Background: an optimization exercise with open tools, aiming at small area. Do not read the settings as production practice.
Function was checked by simulation only, so behaviour that the tests miss may differ from the original.
The clock port is modelled as an ideal driver, which makes a skipped or thinned clock tree look cheaper than it is; a real chip needs a root buffer or a tree.
Power is estimated from default activity; no workload was simulated.

==> inputs of 01-07 <==
==> flow/design.v (excerpt) <==
module Stopwatch (output SF_CE0, output LCD_RW, output LCD_RS, output [3:0] SF_D, output LCD_E,
                  input clock, input reset, input restart);
  assign SF_CE0 = 1'b1;
  assign LCD_RW = 1'b0;
  reg [5:0] tk;
  wire tk_end = tk[5] & tk[3] & tk[1] & tk[0];
  wire tick = ~reset & tk_end;
  wire tk_in = (~tk[1] & ~tk[2] & tk[5]) | (~tk[0] & tk[1] & ~tk[5]) | (~tk[1] & tk[2] & ~tk[3] & ~tk[5]) |
               (tk[1] & ~tk[2] & ~tk[4] & ~tk[5]) | (tk[2] & tk[3] & ~tk[4] & ~tk[5]);
  always @(posedge clock)
    if (reset) tk <= 6'd35;
    else tk <= {tk[4:0], tk_in};
  reg [3:0] d0, d1, d3; reg [2:0] d2, d4;
  wire e1 = tick & d0[3] & d0[0];
  wire e2 = e1 & d1[3] & d1[0];
  wire e3 = e2 & d2[2] & d2[0];
  wire e4 = e3 & d3[3] & d3[0];
  wire clr = tick & restart;
  function [3:0] t10(input [3:0] d);
    t10 = {d[3] ? d[0] : &d[2:0], d[1] & d[0], d[0] & ~d[3], 1'b1};
  endfunction
  function [2:0] t6(input [2:0] d);
    t6 = {d[2] ? d[0] : d[1] & d[0], ~d[2] & d[0], 1'b1};
  endfunction
  function [2:0] t7(input [2:0] d);
    t7 = {d[1] & (d[2] | d[0]), d[0] | (d[2] & d[1]), ~(d[2] & d[1])};
  endfunction
  always @(posedge clock) begin
    d0 <= clr ? 4'd0 : d0 ^ ({4{tick}} & t10(d0));
    d1 <= clr ? 4'd0 : d1 ^ ({4{e1}} & t10(d1));
    d2 <= clr ? 3'd0 : d2 ^ ({3{e2}} & t6(d2));
    d3 <= clr ? 4'd0 : d3 ^ ({4{e3}} & t10(d3));
    d4 <= clr ? 3'd0 : d4 ^ ({3{e4}} & t7(d4));
  end
  reg [20:0] c;
  reg [4:0] b;
  ...
clock: 20.0 ns
lec_check: 0
cap_margin: 20
core_margin: 2
core_utilization: 40
place_density: 0.6
slew_margin: 20
standard.sh (not shown) runs the stock make flow with config.mk's settings and CLKGATE_MAP_FILE= SYNTH_SCRIPT=/design/flow/synth_recipe.tcl, a recipe that flattens the netlist after the stock synthesis.
==> flow/flow/run.sh <==
#!/bin/bash
# Own layout flow: the standard synthesis, then the combinational logic between the
# registers is re-mapped for area with ABC (the registers, their names and cell types are
# kept), then the standard layout steps from floorplan to finish, with buf_1 port
# buffers and the root clock buffer removed so that the clock port drives the 4 leaf
# clock buffers, resized to buf_6 (flow/post_cts.tcl), and one tie cell for both constant outputs
# (flow/post_floorplan.tcl).
set -euo pipefail
W=$PWD
R=$W/orfs/results/$FLOW_PLATFORM/Stopwatch/base
LIB=$FLOW_HOME/platforms/$FLOW_PLATFORM/lib/sky130_fd_sc_hd__tt_025C_1v80.lib
YOSYS=$(command -v yosys || echo "$FLOW_HOME/../tools/install/yosys/bin/yosys")

# 1. standard synthesis
bash standard.sh synth > $W/1_standard_synth.log 2>&1

# 2. area re-mapping of the combinational logic; several ABC runs, the smallest one that
#    ABC proves equivalent to its input is kept
cp $R/1_2_yosys.v $W/std_1_2_yosys.v
# ABC scripts: deepsyn (time limit, seed) then a mapper; each ends with ABC's equivalence check
mkscript() {  # name T S mapper
  local m
  case $4 in
    amap) m='dch -f
amap
topo' ;;
    nf) m='&get -n
&dch -f
&nf -p -R 1000 -F 8 -C 32
&put
topo' ;;
    nfa) m='&get -n
&dch -f
&nf -a -p -A 4 -R 1000
&put
topo' ;;
  esac
  printf 'write_blif %s\nstrash\n&get -n\n&deepsyn -T %s -S %s\n&put\n%s\ncec %s\n' \
    "$W/pre_$1.blif" "$2" "$3" "$m" "$W/pre_$1.blif" > $W/abc_$1.abc
}
names=()
while read -r t sd mp; do
  [[ -z "$t" || "$t" == \#* ]] && continue
  n=${mp}_t${t}_s${sd}
  mkscript $n $t $sd $mp
  names+=($n)
done < $W/flow/abc_runs.txt
resynth() {
  local n=$1
  sed -e "s#@LIB@#$LIB#g" -e "s#@IN@#$W/std_1_2_yosys.v#g" -e "s#@OUT@#$W/rs_$n.v#g" \
      -e "s#@SCRIPT@#$W/abc_$n.abc#g" $W/flow/resynth.ys > $W/rs_$n.ys
  "$YOSYS" -s $W/rs_$n.ys > $W/2_resynth_$n.log 2>&1 || true
}
jobs=0
for n in "${names[@]}"; do
  resynth $n &
  jobs=$((jobs + 1))
  if (( jobs >= ${NUM_CORES:-4} )); then wait -n || true; jobs=$((jobs - 1)); fi
done
wait || true
best=""
bestarea=""
for n in "${names[@]}"; do
  lg=$W/2_resynth_$n.log
  [[ -f $W/rs_$n.v ]] || continue
  grep -q "Networks are equivalent" $lg || continue
  grep -q "Chip area" $lg || continue
  # only library cells may remain
  if grep -q '$_' $W/rs_$n.v.stat; then continue; fi
  a=$(grep "Chip area" $lg | tail -1 | awk '{print $NF}')
  echo "$n $a" >> $W/2_resynth_areas.txt
  if [[ -z "$bestarea" ]] || awk "BEGIN{exit !($a < $bestarea)}"; then best=$n; bestarea=$a; fi
done
echo "chosen $best $bestarea" >> $W/2_resynth_areas.txt
if [[ -n "$best" ]]; then
  cp $W/rs_$best.v $R/1_2_yosys.v
  touch $R/1_2_yosys.v
fi

# 3. standard layout from the re-mapped netlist
bash standard.sh finish \
  "BUFFER_PORTS_ARGS=-buffer_cell sky130_fd_sc_hd__buf_1" \
  "POST_FLOORPLAN_TCL=$W/flow/post_floorplan.tcl" \
  "CTS_ARGS=-sink_clustering_enable -repair_clock_nets -dont_use_dummy_load" \
  "POST_CTS_TCL=$W/flow/post_cts.tcl" LEAF_CLKBUF=sky130_fd_sc_hd__buf_6 \
  > $W/3_standard_layout.log 2>&1
==> flow/flow/abc_runs.txt <==
# deepsyn time limit (s), deepsyn seed, mapper
10 0 nf
20 0 nf
30 0 nf
40 0 nf
10 1 nf
20 1 nf
30 1 nf
10 2 nf
20 2 nf
30 2 nf
10 3 nf
20 3 nf
40 3 nf
15 4 nf
25 5 nf
20 6 nf
20 7 nf
20 8 nf
20 9 nf
20 10 nf
20 11 nf
20 12 nf
20 13 nf
30 14 nf
30 15 nf
10 0 amap
30 0 amap
15 6 amap
20 3 amap
10 0 nfa
20 1 nfa
30 2 nfa
==> flow/flow/post_cts.tcl <==
set block [ord::get_db_block]
set cnet [[$block findBTerm clock] getNet]
set roots {}
foreach it [$cnet getITerms] {
  if {[string match "*clkbuf*" [[[$it getInst] getMaster] getName]]} { lappend roots [$it getInst] }
}
if {[llength $roots] == 1} {
  set root [lindex $roots 0]
  set rnet [[$root findITerm X] getNet]
  set leaves {}
  foreach it [$rnet getITerms] {
    if {[$it getInst] ne $root} { lappend leaves $it }
  }
  if {[llength $leaves] <= 4} {
    foreach it $leaves {
      $it disconnect
      $it connect $cnet
    }
    odb::dbInst_destroy $root
    odb::dbNet_destroy $rnet
    foreach it $leaves {
      set inst [$it getInst]
      if {[string match "*clkbuf*" [[$inst getMaster] getName]]} { replace_cell [$inst getName] $::env(LEAF_CLKBUF) }
    }
    puts "post_cts: removed the root clock buffer, the clock drives [llength $leaves] leaf buffers"
    detailed_placement
    estimate_parasitics -placement
    report_clock_skew
  }
}
==> flow/flow/post_floorplan.tcl <==
# One conb_1 drives both constant outputs: the tie-low net moves to the LO pin of the
# tie-high cell and the tie-low cell is removed.
set block [ord::get_db_block]
set hi_inst ""
set lo_inst ""
set nties 0
foreach inst [$block getInsts] {
  if {[[$inst getMaster] getName] eq "sky130_fd_sc_hd__conb_1"} {
    incr nties
    set h [[$inst findITerm HI] getNet]
    set l [[$inst findITerm LO] getNet]
    if {$h ne "NULL" && $l eq "NULL"} { set hi_inst $inst }
    if {$l ne "NULL" && $h eq "NULL"} { set lo_inst $inst }
  }
}
if {$nties == 2 && $hi_inst ne "" && $lo_inst ne ""} {
  set lnet [[$lo_inst findITerm LO] getNet]
  [$lo_inst findITerm LO] disconnect
  odb::dbInst_destroy $lo_inst
  [$hi_inst findITerm LO] connect $lnet
  puts "post_floorplan: [$hi_inst getName] now drives both tie nets"
}
Other scripts of this flow, unchanged in this note and not shown: flow/flow/resynth.ys
==> 03-02: changes against 01-07 <==
--- a/flow/design.v
+++ b/flow/design.v
@@ -63,11 +63,13 @@
   assign lo[2] = (b == 5'd29) | (b == 5'd25) | (b == 5'd16) | (b == 5'd23) | (b == 5'd21) | (b == 5'd14) | (b == 5'd15) | (b == 5'd13) | (b == 5'd9) | ((b == 5'd2) & d4[2]) | ((b == 5'd4) & d3[2]) | ((b == 5'd7) & d2[2]) | ((b == 5'd3) & d1[2]) | ((b == 5'd1) & d0[2]);
   assign hi[3] = (b == 5'd18) | (b == 5'd8);
   assign lo[3] = (b == 5'd27) | (b == 5'd25) | (b == 5'd23) | (b == 5'd12) | (b == 5'd11) | (b == 5'd13) | (b == 5'd6) | ((b == 5'd4) & d3[3]) | (b == 5'd0) | ((b == 5'd3) & d1[3]) | (b == 5'd5) | ((b == 5'd1) & d0[3]);
   reg [3:0] dq;
   assign SF_D = dq;
-  wire dz = reset | lo7 & wr & w0 | (b == 5'd31) & (c[0] & c[1] & c[3] & c[11]) | wr & (c[0] & c[4] & c[6] & c[11]);
-  wire dl = lo7 & (wr & (wU | wL) | ini & w3);
   always @(posedge clock)
-    if (dz) dq <= 4'h0;
-    else if (dl) dq <= q[6] ? lo : hi;
+    if (reset) dq <= 4'h0;
+    else if (lo7 & wr & w0) dq <= 4'h0;
+    else if (lo7 & (wr & wU | ini & w3)) dq <= hi;
+    else if (lo7 & wr & wL) dq <= lo;
+    else if ((b == 5'd31) & (c[0] & c[1] & c[3] & c[11])) dq <= 4'h0;
+    else if (wr & (c[0] & c[4] & c[6] & c[11])) dq <= 4'h0;
 endmodule
==> flow/flow/run.sh (replaced) <==
#!/bin/bash
# Own layout flow: the standard synthesis, then the combinational logic between the
# registers is re-mapped for area with ABC (the registers, their names and cell types are
# kept), then the standard layout steps from floorplan to finish, with buf_1 port
# buffers and the root clock buffer removed so that the clock port drives the 4 leaf
# clock buffers (flow/post_cts.tcl).
set -euo pipefail
W=$PWD
R=$W/orfs/results/$FLOW_PLATFORM/Stopwatch/base
LIB=$FLOW_HOME/platforms/$FLOW_PLATFORM/lib/sky130_fd_sc_hd__tt_025C_1v80.lib
YOSYS=$(command -v yosys || echo "$FLOW_HOME/../tools/install/yosys/bin/yosys")

# 1. standard synthesis
bash standard.sh synth > $W/1_standard_synth.log 2>&1

# 2. area re-mapping of the combinational logic; several ABC runs, the smallest one that
#    ABC proves equivalent to its input is kept
cp $R/1_2_yosys.v $W/std_1_2_yosys.v
resynth() {
  local s=$1 n
  n=$(basename $s .script)
  sed -e "s#@PRE@#$W/pre_$n.blif#g" $s > $W/$n.abc
  sed -e "s#@LIB@#$LIB#g" -e "s#@IN@#$W/std_1_2_yosys.v#g" -e "s#@OUT@#$W/rs_$n.v#g" \
      -e "s#@SCRIPT@#$W/$n.abc#g" $W/flow/resynth.ys > $W/rs_$n.ys
  "$YOSYS" -s $W/rs_$n.ys > $W/2_resynth_$n.log 2>&1 || true
}
jobs=0
for s in $W/flow/abc_*.script; do
  resynth $s &
  jobs=$((jobs + 1))
  if (( jobs >= ${NUM_CORES:-4} )); then wait -n || true; jobs=$((jobs - 1)); fi
done
wait || true
best=""
bestarea=""
for s in $W/flow/abc_*.script; do
  n=$(basename $s .script)
  lg=$W/2_resynth_$n.log
  [[ -f $W/rs_$n.v ]] || continue
  grep -q "Networks are equivalent" $lg || continue
  grep -q "Chip area" $lg || continue
  # only library cells may remain
  if grep -q '$_' $W/rs_$n.v.stat; then continue; fi
  a=$(grep "Chip area" $lg | tail -1 | awk '{print $NF}')
  echo "$n $a" >> $W/2_resynth_areas.txt
  if [[ -z "$bestarea" ]] || awk "BEGIN{exit !($a < $bestarea)}"; then best=$n; bestarea=$a; fi
done
echo "chosen $best $bestarea" >> $W/2_resynth_areas.txt
if [[ -n "$best" ]]; then
  cp $W/rs_$best.v $R/1_2_yosys.v
  touch $R/1_2_yosys.v
fi

# 3. standard layout from the re-mapped netlist
bash standard.sh finish \
  "BUFFER_PORTS_ARGS=-buffer_cell sky130_fd_sc_hd__buf_1" \
  "CTS_ARGS=-sink_clustering_enable -repair_clock_nets -dont_use_dummy_load" \
  "POST_CTS_TCL=$W/flow/post_cts.tcl" LEAF_CLKBUF=sky130_fd_sc_hd__clkbuf_8 \
  > $W/3_standard_layout.log 2>&1
==> flow/flow/abc_a10s0.script (new file) <==
write_blif @PRE@
strash
&get -n
&deepsyn -T 10 -S 0
&put
dch -f
amap
topo
cec @PRE@
==> flow/flow/abc_a15s6.script (new file) <==
write_blif @PRE@
strash
&get -n
&deepsyn -T 15 -S 6
&put
dch -f
amap
topo
cec @PRE@
==> flow/flow/abc_a30s0.script (new file) <==
write_blif @PRE@
strash
&get -n
&deepsyn -T 30 -S 0
&put
dch -f
amap
topo
cec @PRE@
==> flow/flow/abc_n10s0.script (new file) <==
write_blif @PRE@
strash
&get -n
&deepsyn -T 10 -S 0
&put
&get -n
&dch -f
&nf -p -R 1000 -F 8 -C 32
&put
topo
cec @PRE@
==> flow/flow/abc_n10s1.script (new file) <==
write_blif @PRE@
strash
&get -n
&deepsyn -T 10 -S 1
&put
&get -n
&dch -f
&nf -p -R 1000 -F 8 -C 32
&put
topo
cec @PRE@
==> flow/flow/abc_n10s2.script (new file) <==
write_blif @PRE@
strash
&get -n
&deepsyn -T 10 -S 2
&put
&get -n
&dch -f
&nf -p -R 1000 -F 8 -C 32
&put
topo
cec @PRE@
==> flow/flow/abc_n15s4.script (new file) <==
write_blif @PRE@
strash
&get -n
&deepsyn -T 15 -S 4
&put
&get -n
&dch -f
&nf -p -R 1000 -F 8 -C 32
&put
topo
cec @PRE@
==> flow/flow/abc_n20s0.script (new file) <==
write_blif @PRE@
strash
&get -n
&deepsyn -T 20 -S 0
&put
&get -n
&dch -f
&nf -p -R 1000 -F 8 -C 32
&put
topo
cec @PRE@
==> flow/flow/abc_n20s1.script (new file) <==
write_blif @PRE@
strash
&get -n
&deepsyn -T 20 -S 1
&put
&get -n
&dch -f
&nf -p -R 1000 -F 8 -C 32
&put
topo
cec @PRE@
==> flow/flow/abc_n20s2.script (new file) <==
write_blif @PRE@
strash
&get -n
&deepsyn -T 20 -S 2
&put
&get -n
&dch -f
&nf -p -R 1000 -F 8 -C 32
&put
topo
cec @PRE@
==> flow/flow/abc_n25s5.script (new file) <==
write_blif @PRE@
strash
&get -n
&deepsyn -T 25 -S 5
&put
&get -n
&dch -f
&nf -p -R 1000 -F 8 -C 32
&put
topo
cec @PRE@
==> flow/flow/abc_n30s0.script (new file) <==
write_blif @PRE@
strash
&get -n
&deepsyn -T 30 -S 0
&put
&get -n
&dch -f
&nf -p -R 1000 -F 8 -C 32
&put
topo
cec @PRE@
==> flow/flow/abc_n40s3.script (new file) <==
write_blif @PRE@
strash
&get -n
&deepsyn -T 40 -S 3
&put
&get -n
&dch -f
&nf -p -R 1000 -F 8 -C 32
&put
topo
cec @PRE@
==> flow/flow/abc_x10s0.script (new file) <==
write_blif @PRE@
strash
&get -n
&deepsyn -T 10 -S 0
&put
&get -n
&dch -f
&nf -a -p -A 4 -R 1000
&put
topo
cec @PRE@
==> flow/flow/abc_x20s1.script (new file) <==
write_blif @PRE@
strash
&get -n
&deepsyn -T 20 -S 1
&put
&get -n
&dch -f
&nf -a -p -A 4 -R 1000
&put
topo
cec @PRE@
==> flow/flow/abc_x30s2.script (new file) <==
write_blif @PRE@
strash
&get -n
&deepsyn -T 30 -S 2
&put
&get -n
&dch -f
&nf -a -p -A 4 -R 1000
&put
topo
cec @PRE@
removed: flow/flow/abc_runs.txt
removed: flow/flow/post_floorplan.tcl
==> summary of the runs <==
In 01-07 the clock power is smaller than in 03-02, by about 1%. Of 03-02 and 01-07, 01-07 has the higher sequential share of layout area (gap 0.30 points). In non-clock buffer count, 01-07 and 03-02 do not differ. In 01-07 the utilization is lower than in 03-02, by 0.33 points. Of 01-07 and 03-02, 03-02 has the higher die area (gap 0.24%, measured against 03-02). Of 03-02 and 01-07, 01-07 has the higher worst hold slack (gap 0.018 ns).
==> figures <==
Total wire length: 03-02 5428 um; 01-07 5673 um
Post-route insts no fill: 03-02 407; 01-07 397
Fraction of area in multi-input gates: 03-02 0.5142; 01-07 0.5242
Nets: 03-02 337; 01-07 328
Placed Instances: 03-02 403; 01-07 393
Area occupied by multi-input gates: 03-02 0.001381 mm2; 01-07 0.001398 mm2
Run status: 03-02 complete, no violations; 01-07 complete, no violations
Power drawn by the clock network: 03-02 0.0444 mW; 01-07 0.0439 mW
Global-route wire length before repair: 03-02 9315 um; 01-07 9942 um
Met2 wire len: 03-02 2221 um; 01-07 2365 um
Routability-driven placement congestion ratio: 03-02 0.8407; 01-07 0.8553
Worst-skew pair later-pin latency: 03-02 0.15 ns; 01-07 0.13 ns
Proportion of total power due to net switching: 03-02 0.2092; 01-07 0.2205

separate check: timing with driven ports:
No port has a modelled driver above. Below, the same layouts with a new extraction and two added sets of constraints.
Step 1: set_driving_cell puts a clkbuf_16 on clock and a buf_2 on each other input, an assumption about the parent block.
Step 2 also shifts input and output timing later by t, the mid clock arrival at the registers, as if the neighbouring blocks saw the same clock.
Slacks: ideal / step 1 / step 2; pairs: ideal / step 1.
| run | t (ns) | setup slack, ns | clock arrival spread, ns |
|---|---|---|---|
| 01-07 | 0.180 | 13.449 / 13.488 / 13.308 | 0.014 / 0.014 |
| 03-02 | 0.197 | 13.709 / 13.655 / 13.559 | 0.015 / 0.016 |
After both steps every run listed still meets setup and hold. For 03-02, which loses most, drivers alone change the setup slack by -0.054 ns; drivers and shift together by -0.150 ns.
